Context: an optimization exercise on an open-source flow, tuned for small area. The choices shown serve that exercise and are no tape-out recipe. In this exercise RTL edits were held to simulation tests only and were not proved equivalent to the original. Power figures rest on the tool's default switching activity, not on a simulated workload.

===== design/flow/run.sh =====
#!/bin/bash
# synth_recipe.tcl (not shown) runs the flow's synth.tcl, then flattens the netlist and writes it again
# the make line also repeats each setting of config.mk as NAME=value (left out here)
make -C /OpenROAD-flow-scripts/flow DESIGN_CONFIG=/design/flow/config.mk WORK_HOME=/design/flow/orfs CLKGATE_MAP_FILE= SYNTH_SCRIPT=/design/flow/synth_recipe.tcl finish

===== design/flow/config.mk =====
export PLATFORM = sky130hd
export DESIGN_NAME = dds
export DESIGN_NICKNAME = dds
export VERILOG_FILES = /design/flow/design.v
export SDC_FILE = /design/flow/constraint.sdc
export NUM_CORES = 4
export LEC_CHECK = 0
export CAP_MARGIN = 20
export CORE_MARGIN = 2
export CORE_UTILIZATION = 40
export SLEW_MARGIN = 20

===== design/flow/constraint.sdc =====
create_clock -name core_clock -period 13.0 [get_ports {clock}]
set_input_delay 2.6000 -clock core_clock [delete_from_list [all_inputs] [get_ports {clock}]]
set_output_delay 2.6000 -clock core_clock [all_outputs]
set_load 0.01 [all_outputs]

===== design/flow/design.v =====
module accumlator #(
    parameter WIDTH = 16
) (
    input clock,
    input rstn,
    input clr,
    input add_sub,
    input [WIDTH-1:0] D,
    output [WIDTH-1:0] Q
);
  localparam DATA_WIDTH = WIDTH / 4;
  reg count0, count1, count2;
  reg [WIDTH:0] b_tmp0, b_tmp1, b_tmp2;
  reg [(DATA_WIDTH*1)-1:0] sum0;
  reg [(DATA_WIDTH*2)-1:0] sum1;
  reg [(DATA_WIDTH*3)-1:0] sum2;
  reg [(DATA_WIDTH*4)-1:0] sum3;
  reg add_sub0, add_sub1, add_sub2;
  reg clr0, clr1, clr2;
  always @(posedge clock or negedge rstn) begin
    if (~rstn) begin
      sum0     <= 0;
      clr0     <= 0;
      count0   <= 0;
      b_tmp0   <= 0;
      add_sub0 <= 0;
    end
    else begin
      case ({
        clr, add_sub
      })
        2'b00:   {count0, sum0} <= {1'b0, sum0} + {1'b0, D[(DATA_WIDTH*1)-1:0]};
        2'b01:   {count0, sum0} <= {1'b0, sum0} - {1'b0, D[(DATA_WIDTH*1)-1:0]};
        2'b10:   {count0, sum0} <= 0 + {1'b0, D[(DATA_WIDTH*1)-1:0]};
        default: {count0, sum0} <= 0 - {1'b0, D[(DATA_WIDTH*1)-1:0]};
      endcase
      clr0     <= clr;
      b_tmp0   <= D;
      add_sub0 <= add_sub;
    end
  end
  always @(posedge clock or negedge rstn) begin
    if (~rstn) begin
      sum1     <= 0;
      clr1     <= 0;
      count1   <= 0;
      b_tmp1   <= 0;
      add_sub1 <= 0;
    end
    else begin
      case ({
        clr0, add_sub0
      })
        2'b00:   {count1, sum1} <= {{1'b0, sum1[(DATA_WIDTH*2)-1:DATA_WIDTH]} + {1'b0, b_tmp0[(DATA_WIDTH*2)-1:DATA_WIDTH]} + count0, sum0};
        2'b01:   {count1, sum1} <= {{1'b0, sum1[(DATA_WIDTH*2)-1:DATA_WIDTH]} - {1'b0, b_tmp0[(DATA_WIDTH*2)-1:DATA_WIDTH]} - count0, sum0};
        2'b10:   {count1, sum1} <= 0 + {1'b0, b_tmp0[(DATA_WIDTH*2)-1:DATA_WIDTH]};
        default: {count1, sum1} <= 0 - {1'b0, b_tmp0[(DATA_WIDTH*2)-1:DATA_WIDTH]};
      endcase
      clr1     <= clr0;
      b_tmp1   <= b_tmp0;
      add_sub1 <= add_sub0;
    end
  end
  always @(posedge clock or negedge rstn) begin
    if (~rstn) begin
      sum2     <= 0;
      clr2     <= 0;
      count2   <= 0;
      b_tmp2   <= 0;
      add_sub2 <= 0;
    end
    else begin
      case ({
        clr1, add_sub1
      })
        2'b00:   {count2, sum2} <= {{1'b0, sum2[(DATA_WIDTH*3)-1:DATA_WIDTH*2]} + {1'b0, b_tmp1[(DATA_WIDTH*3)-1:DATA_WIDTH*2]} + count1, sum1};
        2'b01:   {count2, sum2} <= {{1'b0, sum2[(DATA_WIDTH*3)-1:DATA_WIDTH*2]} - {1'b0, b_tmp1[(DATA_WIDTH*3)-1:DATA_WIDTH*2]} - count1, sum1};
        2'b10:   {count2, sum2} <= 0 + {1'b0, b_tmp1[(DATA_WIDTH*3)-1:DATA_WIDTH*2]};
        default: {count2, sum2} <= 0 - {1'b0, b_tmp1[(DATA_WIDTH*3)-1:DATA_WIDTH*2]};
      endcase
      b_tmp2   <= b_tmp1;
      clr2     <= clr1;
      add_sub2 <= add_sub1;
    end
  end
  always @(posedge clock or negedge rstn) begin
    if (~rstn) begin
      sum3 <= 0;
    end
    else begin
      case ({
        clr2, add_sub2
      })
        2'b00:   sum3 <= {sum3[(DATA_WIDTH*4)-1:DATA_WIDTH*3] + {1'b0, b_tmp2[(DATA_WIDTH*4)-1:DATA_WIDTH*3]} + count2, sum2};
        2'b01:   sum3 <= {sum3[(DATA_WIDTH*4)-1:DATA_WIDTH*3] - {1'b0, b_tmp2[(DATA_WIDTH*4)-1:DATA_WIDTH*3]} - count2, sum2};
        2'b10:   sum3 <= 0 + {1'b0, b_tmp2[(DATA_WIDTH*4)-1:DATA_WIDTH*3]};
        default: sum3 <= 0 - {1'b0, b_tmp2[(DATA_WIDTH*4)-1:DATA_WIDTH*3]};
      endcase
    end
  end
  assign Q = sum3;
endmodule
module sin_rom (
    input         clka,
    input         rstn,
    input  [ 9:0] addra,
    output [15:0] douta
);
  reg [7:0] addr;
  always @(posedge clka or negedge rstn) begin
    if (~rstn) begin
      addr <= 8'd0;
    end
    else begin
      case (addra[9:8])
        2'b00: begin
          addr <= addra[7:0];
        end
        2'b01: begin
          addr <= ~addra[7:0];
        end
        2'b10: begin
          addr <= addra[7:0];
        end
        2'b11: begin
          addr <= ~addra[7:0];
        end
        default: begin
          addr <= 8'd0;
        end
      endcase
    end
  end
  reg [15:0] douta_buf;
  always @(posedge clka) begin
    if (~rstn) begin
      douta_buf <= 0;
    end
    else begin
      case (addr)
        8'h00: douta_buf <= 16'b0000000000000000;
        8'h01: douta_buf <= 16'b0000000011001001;
        8'h02: douta_buf <= 16'b0000000110010010;
        8'h03: douta_buf <= 16'b0000001001011011;
        8'h04: douta_buf <= 16'b0000001100100100;
        8'h05: douta_buf <= 16'b0000001111101101;
        8'h06: douta_buf <= 16'b0000010010110110;
        8'h07: douta_buf <= 16'b0000010101111111;
        8'h08: douta_buf <= 16'b0000011001000111;
        8'h09: douta_buf <= 16'b0000011100010000;
        8'h0A: douta_buf <= 16'b0000011111011001;
        8'h0B: douta_buf <= 16'b0000100010100010;
        8'h0C: douta_buf <= 16'b0000100101101010;
        8'h0D: douta_buf <= 16'b0000101000110011;
        8'h0E: douta_buf <= 16'b0000101011111011;
        8'h0F: douta_buf <= 16'b0000101111000011;
        8'h10: douta_buf <= 16'b0000110010001011;
        8'h11: douta_buf <= 16'b0000110101010011;
        8'h12: douta_buf <= 16'b0000111000011011;
        8'h13: douta_buf <= 16'b0000111011100011;
        8'h14: douta_buf <= 16'b0000111110101011;
        8'h15: douta_buf <= 16'b0001000001110010;
        8'h16: douta_buf <= 16'b0001000100111001;
        8'h17: douta_buf <= 16'b0001001000000001;
        8'h18: douta_buf <= 16'b0001001011001000;
        8'h19: douta_buf <= 16'b0001001110001110;
        8'h1A: douta_buf <= 16'b0001010001010101;
        8'h1B: douta_buf <= 16'b0001010100011011;
        8'h1C: douta_buf <= 16'b0001010111100010;
        8'h1D: douta_buf <= 16'b0001011010101000;
        8'h1E: douta_buf <= 16'b0001011101101101;
        8'h1F: douta_buf <= 16'b0001100000110011;
        8'h20: douta_buf <= 16'b0001100011111000;
        8'h21: douta_buf <= 16'b0001100110111101;
        8'h22: douta_buf <= 16'b0001101010000010;
        8'h23: douta_buf <= 16'b0001101101000111;
        8'h24: douta_buf <= 16'b0001110000001011;
        8'h25: douta_buf <= 16'b0001110011001111;
        8'h26: douta_buf <= 16'b0001110110010011;
        8'h27: douta_buf <= 16'b0001111001010110;
        8'h28: douta_buf <= 16'b0001111100011001;
        8'h29: douta_buf <= 16'b0001111111011100;
        8'h2A: douta_buf <= 16'b0010000010011111;
        8'h2B: douta_buf <= 16'b0010000101100001;
        8'h2C: douta_buf <= 16'b0010001000100011;
        8'h2D: douta_buf <= 16'b0010001011100101;
        8'h2E: douta_buf <= 16'b0010001110100110;
        8'h2F: douta_buf <= 16'b0010010001100111;
        8'h30: douta_buf <= 16'b0010010100101000;
        8'h31: douta_buf <= 16'b0010010111101000;
        8'h32: douta_buf <= 16'b0010011010101000;
        8'h33: douta_buf <= 16'b0010011101100111;
        8'h34: douta_buf <= 16'b0010100000100110;
        8'h35: douta_buf <= 16'b0010100011100101;
        8'h36: douta_buf <= 16'b0010100110100011;
        8'h37: douta_buf <= 16'b0010101001100001;
        8'h38: douta_buf <= 16'b0010101100011111;
        8'h39: douta_buf <= 16'b0010101111011100;
        8'h3A: douta_buf <= 16'b0010110010011000;
        8'h3B: douta_buf <= 16'b0010110101010101;
        8'h3C: douta_buf <= 16'b0010111000010001;
        8'h3D: douta_buf <= 16'b0010111011001100;
        8'h3E: douta_buf <= 16'b0010111110000111;
        8'h3F: douta_buf <= 16'b0011000001000001;
        8'h40: douta_buf <= 16'b0011000011111011;
        8'h41: douta_buf <= 16'b0011000110110101;
        8'h42: douta_buf <= 16'b0011001001101110;
        8'h43: douta_buf <= 16'b0011001100100110;
        8'h44: douta_buf <= 16'b0011001111011110;
        8'h45: douta_buf <= 16'b0011010010010110;
        8'h46: douta_buf <= 16'b0011010101001101;
        8'h47: douta_buf <= 16'b0011011000000100;
        8'h48: douta_buf <= 16'b0011011010111010;
        8'h49: douta_buf <= 16'b0011011101101111;
        8'h4A: douta_buf <= 16'b0011100000100100;
        8'h4B: douta_buf <= 16'b0011100011011000;
        8'h4C: douta_buf <= 16'b0011100110001100;
        8'h4D: douta_buf <= 16'b0011101001000000;
        8'h4E: douta_buf <= 16'b0011101011110010;
        8'h4F: douta_buf <= 16'b0011101110100101;
        8'h50: douta_buf <= 16'b0011110001010110;
        8'h51: douta_buf <= 16'b0011110100000111;
        8'h52: douta_buf <= 16'b0011110110111000;
        8'h53: douta_buf <= 16'b0011111001101000;
        8'h54: douta_buf <= 16'b0011111100010111;
        8'h55: douta_buf <= 16'b0011111111000101;
        8'h56: douta_buf <= 16'b0100000001110011;
        8'h57: douta_buf <= 16'b0100000100100001;
        8'h58: douta_buf <= 16'b0100000111001110;
        8'h59: douta_buf <= 16'b0100001001111010;
        8'h5A: douta_buf <= 16'b0100001100100101;
        8'h5B: douta_buf <= 16'b0100001111010000;
        8'h5C: douta_buf <= 16'b0100010001111010;
        8'h5D: douta_buf <= 16'b0100010100100100;
        8'h5E: douta_buf <= 16'b0100010111001101;
        8'h5F: douta_buf <= 16'b0100011001110101;
        8'h60: douta_buf <= 16'b0100011100011100;
        8'h61: douta_buf <= 16'b0100011111000011;
        8'h62: douta_buf <= 16'b0100100001101001;
        8'h63: douta_buf <= 16'b0100100100001111;
        8'h64: douta_buf <= 16'b0100100110110100;
        8'h65: douta_buf <= 16'b0100101001011000;
        8'h66: douta_buf <= 16'b0100101011111011;
        8'h67: douta_buf <= 16'b0100101110011110;
        8'h68: douta_buf <= 16'b0100110000111111;
        8'h69: douta_buf <= 16'b0100110011100001;
        8'h6A: douta_buf <= 16'b0100110110000001;
        8'h6B: douta_buf <= 16'b0100111000100001;
        8'h6C: douta_buf <= 16'b0100111010111111;
        8'h6D: douta_buf <= 16'b0100111101011110;
        8'h6E: douta_buf <= 16'b0100111111111011;
        8'h6F: douta_buf <= 16'b0101000010010111;
        8'h70: douta_buf <= 16'b0101000100110011;
        8'h71: douta_buf <= 16'b0101000111001110;
        8'h72: douta_buf <= 16'b0101001001101001;
        8'h73: douta_buf <= 16'b0101001100000010;
        8'h74: douta_buf <= 16'b0101001110011011;
        8'h75: douta_buf <= 16'b0101010000110011;
        8'h76: douta_buf <= 16'b0101010011001010;
        8'h77: douta_buf <= 16'b0101010101100000;
        8'h78: douta_buf <= 16'b0101010111110101;
        8'h79: douta_buf <= 16'b0101011010001010;
        8'h7A: douta_buf <= 16'b0101011100011101;
        8'h7B: douta_buf <= 16'b0101011110110000;
        8'h7C: douta_buf <= 16'b0101100001000010;
        8'h7D: douta_buf <= 16'b0101100011010100;
        8'h7E: douta_buf <= 16'b0101100101100100;
        8'h7F: douta_buf <= 16'b0101100111110011;
        8'h80: douta_buf <= 16'b0101101010000010;
        8'h81: douta_buf <= 16'b0101101100010000;
        8'h82: douta_buf <= 16'b0101101110011101;
        8'h83: douta_buf <= 16'b0101110000101001;
        8'h84: douta_buf <= 16'b0101110010110100;
        8'h85: douta_buf <= 16'b0101110100111110;
        8'h86: douta_buf <= 16'b0101110111000111;
        8'h87: douta_buf <= 16'b0101111001010000;
        8'h88: douta_buf <= 16'b0101111011010111;
        8'h89: douta_buf <= 16'b0101111101011110;
        8'h8A: douta_buf <= 16'b0101111111100011;
        8'h8B: douta_buf <= 16'b0110000001101000;
        8'h8C: douta_buf <= 16'b0110000011101100;
        8'h8D: douta_buf <= 16'b0110000101101111;
        8'h8E: douta_buf <= 16'b0110000111110001;
        8'h8F: douta_buf <= 16'b0110001001110001;
        8'h90: douta_buf <= 16'b0110001011110010;
        8'h91: douta_buf <= 16'b0110001101110001;
        8'h92: douta_buf <= 16'b0110001111101111;
        8'h93: douta_buf <= 16'b0110010001101100;
        8'h94: douta_buf <= 16'b0110010011101000;
        8'h95: douta_buf <= 16'b0110010101100011;
        8'h96: douta_buf <= 16'b0110010111011101;
        8'h97: douta_buf <= 16'b0110011001010111;
        8'h98: douta_buf <= 16'b0110011011001111;
        8'h99: douta_buf <= 16'b0110011101000110;
        8'h9A: douta_buf <= 16'b0110011110111101;
        8'h9B: douta_buf <= 16'b0110100000110010;
        8'h9C: douta_buf <= 16'b0110100010100110;
        8'h9D: douta_buf <= 16'b0110100100011001;
        8'h9E: douta_buf <= 16'b0110100110001100;
        8'h9F: douta_buf <= 16'b0110100111111101;
        8'hA0: douta_buf <= 16'b0110101001101101;
        8'hA1: douta_buf <= 16'b0110101011011100;
        8'hA2: douta_buf <= 16'b0110101101001010;
        8'hA3: douta_buf <= 16'b0110101110111000;
        8'hA4: douta_buf <= 16'b0110110000100100;
        8'hA5: douta_buf <= 16'b0110110010001111;
        8'hA6: douta_buf <= 16'b0110110011111001;
        8'hA7: douta_buf <= 16'b0110110101100010;
        8'hA8: douta_buf <= 16'b0110110111001010;
        8'hA9: douta_buf <= 16'b0110111000110000;
        8'hAA: douta_buf <= 16'b0110111010010110;
        8'hAB: douta_buf <= 16'b0110111011111011;
        8'hAC: douta_buf <= 16'b0110111101011111;
        8'hAD: douta_buf <= 16'b0110111111000001;
        8'hAE: douta_buf <= 16'b0111000000100011;
        8'hAF: douta_buf <= 16'b0111000010000011;
        8'hB0: douta_buf <= 16'b0111000011100010;
        8'hB1: douta_buf <= 16'b0111000101000001;
        8'hB2: douta_buf <= 16'b0111000110011110;
        8'hB3: douta_buf <= 16'b0111000111111010;
        8'hB4: douta_buf <= 16'b0111001001010101;
        8'hB5: douta_buf <= 16'b0111001010101111;
        8'hB6: douta_buf <= 16'b0111001100000111;
        8'hB7: douta_buf <= 16'b0111001101011111;
        8'hB8: douta_buf <= 16'b0111001110110101;
        8'hB9: douta_buf <= 16'b0111010000001011;
        8'hBA: douta_buf <= 16'b0111010001011111;
        8'hBB: douta_buf <= 16'b0111010010110010;
        8'hBC: douta_buf <= 16'b0111010100000100;
        8'hBD: douta_buf <= 16'b0111010101010101;
        8'hBE: douta_buf <= 16'b0111010110100101;
        8'hBF: douta_buf <= 16'b0111010111110100;
        8'hC0: douta_buf <= 16'b0111011001000001;
        8'hC1: douta_buf <= 16'b0111011010001110;
        8'hC2: douta_buf <= 16'b0111011011011001;
        8'hC3: douta_buf <= 16'b0111011100100011;
        8'hC4: douta_buf <= 16'b0111011101101100;
        8'hC5: douta_buf <= 16'b0111011110110100;
        8'hC6: douta_buf <= 16'b0111011111111010;
        8'hC7: douta_buf <= 16'b0111100001000000;
        8'hC8: douta_buf <= 16'b0111100010000100;
        8'hC9: douta_buf <= 16'b0111100011000111;
        8'hCA: douta_buf <= 16'b0111100100001001;
        8'hCB: douta_buf <= 16'b0111100101001010;
        8'hCC: douta_buf <= 16'b0111100110001010;
        8'hCD: douta_buf <= 16'b0111100111001000;
        8'hCE: douta_buf <= 16'b0111101000000101;
        8'hCF: douta_buf <= 16'b0111101001000010;
        8'hD0: douta_buf <= 16'b0111101001111101;
        8'hD1: douta_buf <= 16'b0111101010110110;
        8'hD2: douta_buf <= 16'b0111101011101111;
        8'hD3: douta_buf <= 16'b0111101100100110;
        8'hD4: douta_buf <= 16'b0111101101011101;
        8'hD5: douta_buf <= 16'b0111101110010010;
        8'hD6: douta_buf <= 16'b0111101111000101;
        8'hD7: douta_buf <= 16'b0111101111111000;
        8'hD8: douta_buf <= 16'b0111110000101001;
        8'hD9: douta_buf <= 16'b0111110001011010;
        8'hDA: douta_buf <= 16'b0111110010001001;
        8'hDB: douta_buf <= 16'b0111110010110111;
        8'hDC: douta_buf <= 16'b0111110011100011;
        8'hDD: douta_buf <= 16'b0111110100001111;
        8'hDE: douta_buf <= 16'b0111110100111001;
        8'hDF: douta_buf <= 16'b0111110101100010;
        8'hE0: douta_buf <= 16'b0111110110001010;
        8'hE1: douta_buf <= 16'b0111110110110000;
        8'hE2: douta_buf <= 16'b0111110111010110;
        8'hE3: douta_buf <= 16'b0111110111111010;
        8'hE4: douta_buf <= 16'b0111111000011101;
        8'hE5: douta_buf <= 16'b0111111000111111;
        8'hE6: douta_buf <= 16'b0111111001011111;
        8'hE7: douta_buf <= 16'b0111111001111111;
        8'hE8: douta_buf <= 16'b0111111010011101;
        8'hE9: douta_buf <= 16'b0111111010111010;
        8'hEA: douta_buf <= 16'b0111111011010101;
        8'hEB: douta_buf <= 16'b0111111011110000;
        8'hEC: douta_buf <= 16'b0111111100001001;
        8'hED: douta_buf <= 16'b0111111100100001;
        8'hEE: douta_buf <= 16'b0111111100111000;
        8'hEF: douta_buf <= 16'b0111111101001101;
        8'hF0: douta_buf <= 16'b0111111101100010;
        8'hF1: douta_buf <= 16'b0111111101110101;
        8'hF2: douta_buf <= 16'b0111111110000111;
        8'hF3: douta_buf <= 16'b0111111110010111;
        8'hF4: douta_buf <= 16'b0111111110100111;
        8'hF5: douta_buf <= 16'b0111111110110101;
        8'hF6: douta_buf <= 16'b0111111111000010;
        8'hF7: douta_buf <= 16'b0111111111001110;
        8'hF8: douta_buf <= 16'b0111111111011000;
        8'hF9: douta_buf <= 16'b0111111111100001;
        8'hFA: douta_buf <= 16'b0111111111101001;
        8'hFB: douta_buf <= 16'b0111111111110000;
        8'hFC: douta_buf <= 16'b0111111111110110;
        8'hFD: douta_buf <= 16'b0111111111111010;
        8'hFE: douta_buf <= 16'b0111111111111101;
        8'hFF: douta_buf <= 16'b0111111111111111;
      endcase
    end
  end
  reg [1:0] state;
  always @(posedge clka or negedge rstn) begin
    if (~rstn) begin
      state <= 2'd0;
    end
    else begin
      state[0] <= addra[9];
      state[1] <= state[0];
    end
  end
  reg [15:0] sin;
  always @(posedge clka or negedge rstn) begin
    if (~rstn) begin
      sin <= 16'd0;
    end
    else begin
      if (state[1]) begin
        sin <= ~douta_buf;
      end
      else begin
        sin <= douta_buf;
      end
    end
  end
  assign douta = sin;
endmodule
module sin_dds #(
    parameter OUTPUT_WIDTH = 12,
    parameter PHASE_WIDTH  = 32
) (
    input                     clock,
    input                     rstn,
    input                     en,
    input [PHASE_WIDTH-1 : 0] fre_word,
    input [PHASE_WIDTH-1 : 0] pha_word,
    output signed [OUTPUT_WIDTH-1 : 0] wave_sin
);
  wire [PHASE_WIDTH-1:0] Q;
  accumlator #(
      .WIDTH(PHASE_WIDTH)
  ) u_accumlator (
      .clock  (clock),
      .rstn   (rstn),
      .clr    (1'b0),
      .add_sub(1'b0),
      .D      (fre_word),
      .Q      (Q)
  );
  reg [PHASE_WIDTH-1:0] phase;
  always @(posedge clock or negedge rstn) begin
    if (~rstn) begin
      phase <= 0;
    end
    else begin
      phase <= Q + pha_word;
    end
  end
  reg [9:0] addr;
  always @(posedge clock or negedge rstn) begin
    if (~rstn) begin
      addr <= 0;
    end
    else begin
      addr <= phase[PHASE_WIDTH-1:PHASE_WIDTH-10];
    end
  end
  wire [15:0] douta;
  sin_rom u_sin_rom (
      .clka (clock),
      .rstn (rstn),
      .addra(addr),
      .douta(douta)
  );
  assign wave_sin = en ? douta >>> (16 - OUTPUT_WIDTH) : 'b0;
endmodule   
module triangle_dds (
    input             [31:0] incre_word,
    decre_word,
    input             [31:0] pha_word,
    input                    clk,
    rstn,
    en,
    output reg signed [13:0] data
);
  reg  [31:0] cnt;
  reg         direction;
  reg         sign;
  wire [31:0] cnt_total;
  wire [31:0] minus_cnt1, minus_cnt2;
  wire [31:0] next_cnt;
  assign cnt_total  = cnt + pha_word;
  assign minus_cnt1 = 32'h8000_0000 - cnt_total;
  assign minus_cnt2 = cnt_total - 32'hFFFF_FFFF;
  assign next_cnt   = (direction == 1'b0) ? cnt_total + incre_word : cnt_total + decre_word;
  always @(posedge clk or negedge rstn) begin
    if (!rstn) begin
      cnt  <= 32'b0;
      data <= 14'sb0;
    end
    else begin
      if (en) begin
        if (direction == 1'b0) cnt <= cnt + incre_word;
        else cnt <= cnt + decre_word;
        if ({sign, direction} == 2'b00) data <= cnt_total[31:18] << 1;
        else if ({sign, direction} == 2'b01) begin
          data <= minus_cnt1[31:18] << 1;
          if (minus_cnt1[30] == 1'b1) data <= 14'h1FFF;
        end
        else if ({sign, direction} == 2'b11) data <= minus_cnt1[31:18] << 1;
        else data <= minus_cnt2[31:18] << 1;
      end
    end
  end
  always @(posedge clk or negedge rstn) begin
    if (!rstn) begin
      direction <= 1'b0;
      sign      <= 1'b0;
    end
    else begin
      if (en == 1'b1) begin
        if (next_cnt[31] == 1'b1)   
          sign <= 1'b1;
        else if (next_cnt[31] == 1'b0)   
          sign <= 1'b0;
        if (next_cnt[31:30] == 2'b01 | next_cnt[31:30] == 2'b10) direction <= 1'b1;
        else if (next_cnt[31:30] == 2'b11 | next_cnt[31:30] == 2'b00) direction <= 1'b0;
      end
    end
  end
endmodule
module square_dds (
    input             [31:0] cnt_word,
    input             [31:0] cmp_word,
    input             [31:0] pha_word,
    input  signed     [13:0] amp_word,
    input                    clk,
    input                    rstn,
    input                    en,
    output reg signed [13:0] data
);
  reg  [31:0] cnt;
  wire [31:0] cnt_total;
  assign cnt_total = cnt + pha_word;
  always @(posedge clk, negedge rstn) begin
    if (!rstn) begin
      cnt <= 1'b0;
    end
    else begin
      if (en) begin
        if (cnt >= cnt_word) begin
          cnt <= 1'b0;
        end
        else begin
          cnt <= cnt + 1'b1;
        end
      end
      else begin
        cnt <= cnt;
      end
    end
  end
  always @(*) begin
    if (cnt_total >= cmp_word) data = amp_word;
    else data = 'b0;
  end
endmodule
module mult_pipe (
    input                    CLK,
    input                    RSTN,
    input  signed     [15:0] A,
    input  signed     [13:0] B,
    output reg signed [29:0] P
);
  reg signed [15:0] a_r;
  reg signed [13:0] b_r;
  reg signed [29:0] m_r;
  always @(posedge CLK or negedge RSTN) begin
    if (~RSTN) begin
      a_r <= 0;
      b_r <= 0;
      m_r <= 0;
      P   <= 0;
    end
    else begin
      a_r <= A;
      b_r <= B;
      m_r <= a_r * b_r;
      P   <= m_r;
    end
  end
endmodule   
module dds (
    input                clock,
    input                rstn,
    input                en,
    input         [ 1:0] wave_type,
    input  signed [15:0] amp_word,
    input         [31:0] pha_word,
    input         [31:0] sin_fre_word,
    input         [31:0] tri_incre_word,
    input         [31:0] tri_decre_word,
    input         [31:0] sqr_cnt_word,
    input         [31:0] sqr_cmp_word,
    output signed [13:0] wave_out
);
  wire signed [13:0] sine_wave;
  wire signed [13:0] triangle_wave;
  wire signed [13:0] square_wave;
  wire signed [13:0] mul_in;   
  wire signed [29:0] mul_out;   
  assign mul_in   = (wave_type == 2'b00) ? sine_wave : ((wave_type == 2'b01) ? triangle_wave : 14'b0);
  assign wave_out = wave_type[1] ? square_wave : mul_out[29:16];   
  sin_dds #(
      .OUTPUT_WIDTH(14),   
      .PHASE_WIDTH (32)    
  ) u_sin_dds (
      .clock   (clock),
      .rstn    (rstn),
      .en      (en),
      .fre_word(sin_fre_word),
      .pha_word(pha_word),
      .wave_sin(sine_wave)
  );
  triangle_dds u_triangle_dds (
      .incre_word(tri_incre_word),
      .decre_word(tri_decre_word),
      .pha_word  (pha_word),
      .clk       (clock),
      .rstn      (rstn),
      .en        (en),
      .data      (triangle_wave)
  );
  square_dds u_square_dds (
      .cnt_word(sqr_cnt_word),
      .cmp_word(sqr_cmp_word),
      .pha_word(pha_word),
      .amp_word(amp_word[13:0]),   
      .clk     (clock),
      .rstn    (rstn),
      .en      (en),
      .data    (square_wave)
  );
  mult_pipe MULT_MACRO_inst1 (
      .P    (mul_out),    
      .A    (amp_word),   
      .B    (mul_in),     
      .CLK  (clock),
      .RSTN (rstn)
  );
endmodule   

==> results.toml <==
[cells_and_area]
layout.cells.non_filler = 4535
drive_gt1_share_pct = 5.28
fillCellCount = 7396
nNetsFinal = 4252
area_growth_pct = 15.0
multi_input_area_sq_mm = 0.0208
stdcell_area_sq_mm = 0.0355
seq_area_sq_mm = 0.00810

[detailed_routing]
wl_mm = 85.2
vias = 24200
post_drt_wl_per_cell_um = 18.8
highest_layer = "met5"
post-route-drc-count = 0
wl_met1_mm = 36.0
drtAntennaViolNets = 0
dr.pass1.iters = 6
routed_via_density = 5.34
met3_length_mm = 4.76
dr.first_iter.drc_count = 1732
dr_wl_met2_mm = 41.9

[placed_design]
dp_hpwl_mm = 65.9
portBuffers = 226
pre_cts_slack_ps = 1610
gp_congestion = 0.941
placed_area_sq_mm = 0.0341
dpl.cell_count = 4460

[cts]
cts_buffers = 40
cts_max_path_buffers = 3
cts_root_buf = "clkbuf_16"
post_cts_resized = 0
ctsHoldBuffers = 0
clkTransAtPathRegs_ps = 60
cts_tree = "yes"
insertion_delay_ps = 600
ctsHtreeMaxLevel = 2
clock_sinks = 326
cts_setup_buffers = 0

[synth]
ys_types = 89
yosys_warnings = 6
ys_seq_area_share_pct = 26.2
syn_area_sq_mm = 0.0308
synth-edff-count = 0
synth.avg_cell_area_sq_um = 9.30
synth.most_common_cell = "inv_1"
syn_nets = 4098
ys_seq_elements = 326
yosys.area.top_type = "dfrtp_1"
synth_top_area_share_pct = 25.4
synth_cells = 3318
synth_common_cells = "371 x inv_1, 339 x ha_1, 313 x dfrtp_1, 245 x nor2_1, 231 x nand2_1"
yosys-top-cells-area = "dfrtp_1 25%, fa_1 15%, ha_1 14%, inv_1 4.5%, a21oi_1 3.1%"
synthArstFlopShare_pct = 96.0
ys.flop_type = "dfrtp_1"

[pwr]
seq_power_share_pct = 18.5
p_sw_mw = 4.60
power.density_mw_per_mm2 = 268
p_int_mw = 4.91
p_leak_nw = 17.0
p_clk_share_pct = 12.2
p_comb_share_pct = 69.3
power.total_mw = 9.51
peakVddDrop_mv = 0.194
swShare_pct = 48.4

[setup_path]
crit_top_cell = "a21oi_1"
criticalPathCategory = "input pin to primary output"
critPathArrivalTime_ps = 8740
slowest_stage = "clkdlybuf4s50_1"
crit_fanout = 14
required_ps = 10400
r2r_start = "MULT_MACRO_inst1.b_r[6]"
regToRegEndpoint = "MULT_MACRO_inst1.m_r[29]"
crit_path_max_incr_delay_ps = 490
critPathLaunch = "pha_word[0]"
cp-end-kind = "primary output"
timing.reg2reg.setup_slack_ps = 5830
worst_setup_path_start_kind = "input pin"
worstRegToRegCells = 22

[worst_hold_path]
hp-class = "flip-flop to flip-flop"
whs_endpoint = "MULT_MACRO_inst1.P[19]"
whs_path_depth = 0
min_from = "MULT_MACRO_inst1.m_r[19]"

[sta]
period_needed_ps = 11340
fin_ws_ps = 1660
fin_skew_ps = 61.5
rsz0062_at_grt = "false"
fin_setup_tns_ps = 0
slew_headroom_pct = 24.0
slew_viol_final = 0
worstMarginPinSlew_ps = 1140
fin_crit_sh_pct = 87.2
setup_viol = 0
fmax_mhz = 88.2
final_hold_viol_count = 0

[floorplanning]
initial_core_util_pct = 40.5
die_h_um = 282
rows = 101
ios = 227
fp.dieArea_sq_mm = 0.0793
coreArea_sq_mm = 0.0762
dieWidth_um = 282

[global_routing]
grt_usage_pct = 21.9
grt_max_degree = 83
grt_pass1_vias = 24700
grt_pass1_wl_mm = 136
antenna_found_initial = 2
grt_overflow = 0

[flow_run]
max-cap-violations = 0

[outcome]
outcome = "finished clean"
==> routing by layer <==
| layer | vias to the layer above | track usage, % |
|---|---|---|
| met2 | 645 | 37.9 |
| met4 | 2 | 6.36 |
| met3 | 143 | 3.09 |
| met5 | - | 0 |
| met1 | 11800 | 28.5 |
| li1 | 11700 | - |
==> worst max-delay path, delay by kind of cell <==
kind            cells  cell delay [ps]
compound gates     16             3540
buf+inv             3             1240
fa+ha+maj           3              840
simple gates        5              380
xor+xnor            1              100
==> worst max path at each step <==
| stage | slack (ps) | to | cells after the start |
|---|---|---|---|
| 2_1_floorplan | 3230 | wave_out[10] | 24 |
| 3_3_place_gp | 1700 | wave_out[1] | 28 |
| 3_5_place_dp | 1610 | wave_out[6] | 28 |
| 4_1_cts | 1580 | wave_out[6] | 28 |
| 5_1_grt | 1270 | wave_out[6] | 28 |
| 6_report | 1660 | wave_out[6] | 28 |
==> state kept, by name, summed over array words and instances, names as in the netlist, 14 cells and up <==
signal                         flops
MULT_MACRO_inst1.m_r              14
MULT_MACRO_inst1.a_r              16
u_sin_dds.u_accumlator.sum3       32
u_sin_dds.u_accumlator.b_tmp1     16
MULT_MACRO_inst1.b_r              14
u_sin_dds.u_accumlator.b_tmp0     24
u_square_dds.cnt                  32
u_sin_dds.u_accumlator.sum2       24
u_sin_dds.u_sin_rom.sin           14
u_triangle_dds.cnt                32
MULT_MACRO_inst1.P                14
u_sin_dds.u_accumlator.sum1       16
u_triangle_dds.data               14
==> stage by stage <==
step | utilization [%] | hold WS, ps
global route | 46.5 | 336
CTS | 46.5 | 318
detailed placement | 44.7 | 335
floorplan | - | 331
global placement | 44.7 | 331
finish | 46.5 | 315
==> cells in the final DEF, fill, tap and decap left out, types with 10 or more instances in the layout <==
cell and instances:
dfxtp_1 13, a31oi_1 23, nand3_1 53, xor2_1 91, inv_1 371, ha_1 339
a22oi_1 22, mux2_2 53, and2_1 130, nor2_1 245, o21ai_0 137, o211ai_1 29
o21bai_1 23, nand2_1 231, clkdlybuf4s50_1 223, a221oi_1 10, or3_1 15, and3_1 25
o21a_1 15, fa_1 228, a211oi_1 40, a21o_1 115, nand2b_1 30, dfrtp_1 309
nand4_1 30, clkbuf_16 41, nor2b_1 41, xnor2_1 107, nor3_1 36, buf_4 22
a21oi_1 192, o31ai_1 15, mux2i_1 31, o2111ai_1 12
==> logic make-up (layout without fill, tap and decap cells) <==
| kind of cell | Yosys count | in the layout | share of synthesized area (%) |
|---|---|---|---|
| mux | 89 | 89 | 3.31 |
| fa+ha+maj | 567 | 567 | 28.5 |
| flops | 326 | 326 | 26.2 |
| other cells | 0 | 1 | 0 |
| xor+xnor | 199 | 199 | 5.67 |
| buf+inv | 512 | 698 | 6.24 |
| compound gates | 749 | 749 | 16.2 |
| simple gates | 876 | 876 | 13.8 |
==> final cells by class <==
class / instances / share of cell area, %
Inverter: 375 / 3.97
Clock inverter: 23 / 0.875
Tap cell: 1030 / 3.63
Sequential cell: 326 / 22.8
Clock buffer: 51 / 3.06
Antenna cell: 1 / 0.00706
Multi-Input combinational cell: 2480 / 58.8
Timing Repair Buffer: 249 / 6.87
==> power by group through the flow <==
stage	registers, mW	logic (mW)	clock network, mW
6_report	1.76	6.59	1.16
5_1_grt	1.81	7.52	1.24
4_1_cts	1.76	6.60	1.20
3_5_place_dp	1.78	6.55	0
3_3_place_gp	1.78	6.50	0
2_1_floorplan	1.59	5.07	0

static timing again, ports no longer ideal:
No port has a modelled driver above. Below, the same layout with a new extraction and two added sets of constraints.
Step 1: set_driving_cell puts a clkbuf_16 on clock and a buf_2 on each other input, an assumption about the parent block.
Step 2 moves the port delays by t, midway between the first and last clock arrival at a register: inputs arrive t later, outputs are due t later. That takes back most of the time a late clock gives input paths.
Three values: ideal, step 1, step 2; two values: the first two.
t (ns): 0.633
setup WS [ns]: 1.660 / 1.622 / 1.622
worst setup path at the end: input to output
clock arrival spread, ns: 0.062 / 0.063
After both steps this run still meets setup and hold. For this run, drivers alone change the setup slack by -0.038 ns; drivers and shift together by -0.038 ns.
